What follows belongs to an exercise in optimizing a design on an open flow for small area; a production flow would make more cautious choices.
The RTL was checked by simulation tests, not by an equivalence proof against the original design.
Power is estimated from default activity; no workload was simulated.

==> flow/design.v, too long to show whole: its modules and the start of the top module <==
// module Main: 2743 lines
module Main(clk, vga_h_sync, vga_v_sync, vga_R, vga_G, vga_B, right, left, reset, start);
  // ...
==> flow/flow/run.sh <==
#!/bin/bash
# Layout flow: the standard flow (standard.sh), except that the synthesis
# maps the logic with ABC's area-oriented mapper (flow/abc_map.script) in place
# of ORFS's abc_area.script; everything else, registers included, is as in the
# standard synthesis.
set -euo pipefail
HERE=$(pwd)
{
  cat <<EOT
proc abc {args} {
  set i [lsearch -exact \$args -script]
  if {\$i >= 0} { lset args [expr {\$i + 1}] $HERE/flow/abc_map.script }
  yosys abc {*}\$args
}
EOT
  cat synth_recipe.tcl
} > my_synth.tcl
bash standard.sh SYNTH_SCRIPT=$HERE/my_synth.tcl synth > synth.log 2>&1
bash standard.sh > layout.log 2>&1
==> flow/flow/abc_map.script <==
strash
dch
amap
topo
==> flow/standard.sh <==
#!/bin/bash
# synth_recipe.tcl (not shown) runs the flow's synth.tcl, then flattens the netlist and writes it again
# the make line also repeats each setting of config.mk as NAME=value (left out here)
make -C /OpenROAD-flow-scripts/flow DESIGN_CONFIG=/design/flow/config.mk WORK_HOME=/design/flow/orfs CLKGATE_MAP_FILE= SYNTH_SCRIPT=/design/flow/synth_recipe.tcl "${@:-finish}"
==> flow/config.mk <==
export PLATFORM = sky130hd
export DESIGN_NAME = Main
export DESIGN_NICKNAME = Main
export VERILOG_FILES = /design/flow/design.v
export SDC_FILE = /design/flow/constraint.sdc
export NUM_CORES = 4
export LEC_CHECK = 0
export ABC_AREA = 1
export CAP_MARGIN = 20
export CORE_MARGIN = 2
export CORE_UTILIZATION = 40
export PLACE_DENSITY = 0.6
export SLEW_MARGIN = 20
==> flow/constraint.sdc <==
create_clock -name core_clock -period 10.0 [get_ports {clk}]
set_input_delay 2.0000 -clock core_clock [delete_from_list [all_inputs] [get_ports {clk}]]
set_output_delay 2.0000 -clock core_clock [all_outputs]
set_load 0.01 [all_outputs]
==> metrics.cfg, run 1 <==
[sta]
rsz0062_at_grt = false
tns_ns = 0

[min_path]
min_to = vga_R$_DFF_P_
hold_depth = 1
worstHoldStart = R$_DFF_P_
worst_hold_path_type = register to register

[global_routing]
grt.busiest_layer = met2
grt_use_met2_pct = 41.08
grt_start_max_net_pins = 41
grt_overflow = 0
antenna_found_initial = 0

[yosys]
yosys_warnings = 1
synth.area.mux_share_pct = 0
synthMostInstantiatedCell = nor2_1

[die]
row_count = 46
core_sq_um = 15770
dieArea_sq_um = 17010

[worst_setup_path]
crit_start = X[3]$_DFF_P_
path_class = register to register
rr_worst_depth = 22

[final_layout]
final_area_sq_um = 7082
multi_input_area_sq_um = 4403

[clock_network]
clk_pin_slew_ns = 0.06
clk_latency_ns = 0.35
h-tree-depth = 3

[pwr]
seq_cell_power_uw = 300
maxPowerGroup = the clock network
vdd_drop_max_mv = 0.07434
p_seq_share_pct = 42.4

[placement]
hpwl_mm = 17.45
io_buffers = 9

[status]
status = finished clean

==> run 2: changes to the inputs <==
==> flow/run.sh (new file) <==
#!/bin/bash
# synth_recipe.tcl (not shown) runs the flow's synth.tcl, then flattens the netlist and writes it again
# the make line also repeats each setting of config.mk as NAME=value (left out here)
make -C /OpenROAD-flow-scripts/flow DESIGN_CONFIG=/design/flow/config.mk WORK_HOME=/design/flow/orfs CLKGATE_MAP_FILE= SYNTH_SCRIPT=/design/flow/synth_recipe.tcl finish
removed: flow/flow/run.sh
removed: flow/flow/abc_map.script
removed: flow/standard.sh
==> run 2 against run 1 <==
Compared with the run above:
- still clean on timing, DRC and antenna
- area after synthesis rose by 14%
- largest cell class unchanged
- sequential share of layout area decreased by 2.0 points
- synthesized cell count grew 26%
- sequential power hardly changed
- worst setup slack better by 1.5 ns
- global-route usage is 0.91 points lower
- clock power decreased by 4%
- first-iteration DRC count increased by 4.7%
- non-clock buffer count is 1 higher
- routed wire length rose by 12%
==> metrics.cfg, run 2 <==
[status]
status = finished clean

[clock_network]
h-tree-depth = 3  ; unchanged
clockBufferDepth = 2
clk_pin_slew_ns = 0.06  ; about the same
root_buffer = clkbuf_16
postCtsSetupBuffers = 0
ctsHoldBuffers = 0
cts_tree = yes
clk_latency_ns = 0.35  ; about the same
numCtsBuffers = 9
cts.sinks = 74
cts_resized = 0

[final_layout]
reg_top3 = sc: 11 flops, X: 10 flops
largest_reg_flops = 11
layout_common_cells = nand2_1 (294), inv_1 (179), nor2_1 (146), nand3_1 (94), o21ai_0 (78)
drive_gt1_share_pct = 7.484
finalNetCount = 1274
synthToLayoutAreaGrowth_pct = 7.654
mostFrequentLayoutCell = nand2_1
antenna_cells = 0
final_cell_count_no_fill = 1445
largest-register = sc

[sta]
finClkSkew_ns = 0.01087
hold_violations = 0
setup_viol = 0
period_minus_slack_ns = 4.258
fin_crit_sh_pct = 42.58
slew_violations = 0
tns_ns = 0  ; unchanged
hold_ws_ns = 0.4564
worst_slack_ns = 5.742
worst_pin_slew_ns = 0.8100
max_freq_ghz = 0.2349
slew_headroom_pct = 45.80
rsz0062_at_grt = false

[yosys]
synthMostInstantiatedCell = nand2_1
yosys_warnings = 1  ; unchanged
synthesis.area_sq_um = 7274
syn_avg_cell_area_sq_um = 6.012
ys_seq_elements = 74
syn_inst = 1210
yosysTopAreaCellShare_pct = 20.36
synth-edff-count = 0
synthDistinctLibCells = 61
async_reset_ff_share_pct = 0
synthTopCellsByCount = nand2_1 (294), inv_1 (179), nor2_1 (146)
ys_top_cells_by_area = dfxtp_1 (20%), nand2_1 (15%), inv_1 (9.2%)
synth_area_leader_cell = dfxtp_1
ys_seq_area_share_pct = 20.36
synth_ff_type = dfxtp_1
mappedNetlistNets = 1273

[die]
dieArea_sq_um = 19280  ; +13%
core_sq_um = 17900  ; +14%
io_pins = 10
die_w_um = 138.9
die_h_um = 138.9
row_count = 49  ; +6.5%
start_util_pct = 40.63

[global_routing]
grt_pass1_vias = 7491
antenna_found_initial = 0  ; unchanged
grt_overflow = 0  ; unchanged
grt_use_total_pct = 26.44
grt_start_max_net_pins = 48  ; +17%
grt_pass1_wl_mm = 40.54

[drt]
drc = 0
post_drt_wl_per_cell_um = 17.50
ant_nets = 0
wl_mm = 25.29
drt_first_iter_violations = 777
drtPass1Iterations = 6
vias = 7994
routed_via_density = 5.532

[placement]
place.gp.congestion = 0.9964
io_buffers = 9  ; unchanged
place_inst = 1429
hpwl_mm = 19.83  ; +14%
dp_worst_setup_slack_ns = 5.924

[worst_setup_path]
path_class = register to register
crit_start = X[1]$_DFF_P_
arrival_ns = 4.48
worst_ep_required_time_ns = 10.23
reg2reg_from = X[1]$_DFF_P_
crit_path_end_kind = register
worstSetupStartpointType = register
worstPathMaxFanout = 9

[job]
cap_violations = 0

[pwr]
power_density_nw_per_um2 = 90.27
vdd_drop_max_mv = 0.09338  ; +26%
power.leakage_nw = 3.812

[min_path]
worstHoldStart = R$_DFF_P_
worst_hold_path_type = register to register

## run 2: cell count changes after synthesis, moves of 20 or more
cell      delta
nand2_1    +220
o21ai_0     +25
nand3_1     +73
a31oi_1     -20
inv_1      +179
a211oi_1    -22
nor3_1      -25
clkinv_1   -133
nor2_1      -69
## run 2: cells by family after synthesis
family / Yosys count / share of synthesized area (%)
AND/OR/NAND/NOR: 628 / 38.12
buffers and inverters: 225 / 12.44
AO/OA/AOI/OAI: 214 / 17.25
flip-flops: 74 / 20.36
adder cells (fa/ha/maj): 58 / 10.49
XOR/XNOR: 10 / 1.204
multiplexers: 1 / 0.1376
## run 2: stage by stage
stage	power (mW)	area [sq um]	util (%)
2_1_floorplan	0.3632	7274	-
3_3_place_gp	0.3857	7542	42.13
3_5_place_dp	0.3845	7542	42.13
4_1_cts	0.7122	7831	43.74
5_1_grt	0.7312	7831	43.74
6_report	0.7069	7831	43.74
## run 2: metal layers
layer / vias up / routed length [um] / track usage, %
met1: 3623 / 11650 / 37.70
met5: - / 0 / 0
met2: 356 / 10890 / 40.99
li1: 3941 / - / -
met4: 0 / 939 / 10.74
met3: 74 / 1802 / 2.659
## run 2: worst paths after layout
path,slack (ns),cells after the start,to
worst max-delay path,5.74,23,B$_DFF_P_
worst min-delay path,0.46,2,vga_R$_DFF_P_
worst max register to register,5.74,23,B$_DFF_P_
worst min register to register,0.46,2,vga_R$_DFF_P_
## run 2: area by class of cell
| cell class | count | area [sq um] |
|---|---|---|
| clock buffer | 10 | 239.0 |
| sequential | 74 | 1481 |
| fill | 1961 | 10070 |
| tap | 229 | 286.5 |
| inverter | 202 | 770.7 |
| multi-input combinational | 911 | 4888 |
| timing repair buffer | 13 | 115.1 |
| clock inverter | 6 | 50.05 |
## run 2: where the power goes
| part | internal, mW | total (mW) | switching [mW] |
|---|---|---|---|
| sequential | 0.296 | 0.300 | 0.00401 |
| combinational | 0.0231 | 0.0803 | 0.0572 |
| clock | 0.178 | 0.326 | 0.148 |
| total | 0.497 | 0.707 | 0.210 |
## run 2: worst max-delay path, stage by stage (launching register included)
cell and delay, ns:
dfxtp_1 0.59, ha_1 0.47, inv_1 0.16, ha_1 0.26, inv_1 0.16, nor2_1 0.12, nor2_1 0.15, inv_1 0.05
a21oi_1 0.22, nand2_1 0.12, inv_1 0.11, fa_1 0.17, inv_1 0.04, ha_1 0.16, inv_1 0.05, ha_1 0.16
nand2_1 0.06, nand2_1 0.08, nor2_1 0.05, o21ai_0 0.44, o2111a_1 0.27, nand2_1 0.09, nand3_1 0.09, o21ai_1 0.08

separate check: timing with driven ports:
In the flow no input, the clock included, has a driving cell. The finished layouts below were timed again as built, in two steps. Step 1 sets driving cells, clkbuf_16 on the clock port and buf_2 on the other inputs (assumed; they add their load-dependent delay and slew). Step 2 also shifts input and output timing later by t, the mid clock arrival at the registers, as if the neighbouring blocks saw the same clock. Three values: ideal ports, drivers, drivers and shift; two values: the first two.
| run | shift t [ns] | setup slack, ns | worst setup path after step 2 | worst register clock-pin slew, ns | worst data-port slew with drivers (ns) |
|---|---|---|---|---|---|
| run 1 | 0.388 | 4.233 / 4.233 / 4.233 | register to register | 0.06 / 0.06 | 0.03 |
| run 2 | 0.395 | 5.742 / 5.742 / 5.742 | register to register | 0.07 / 0.07 | 0.03 |
After both steps setup and hold are still met in every run listed.
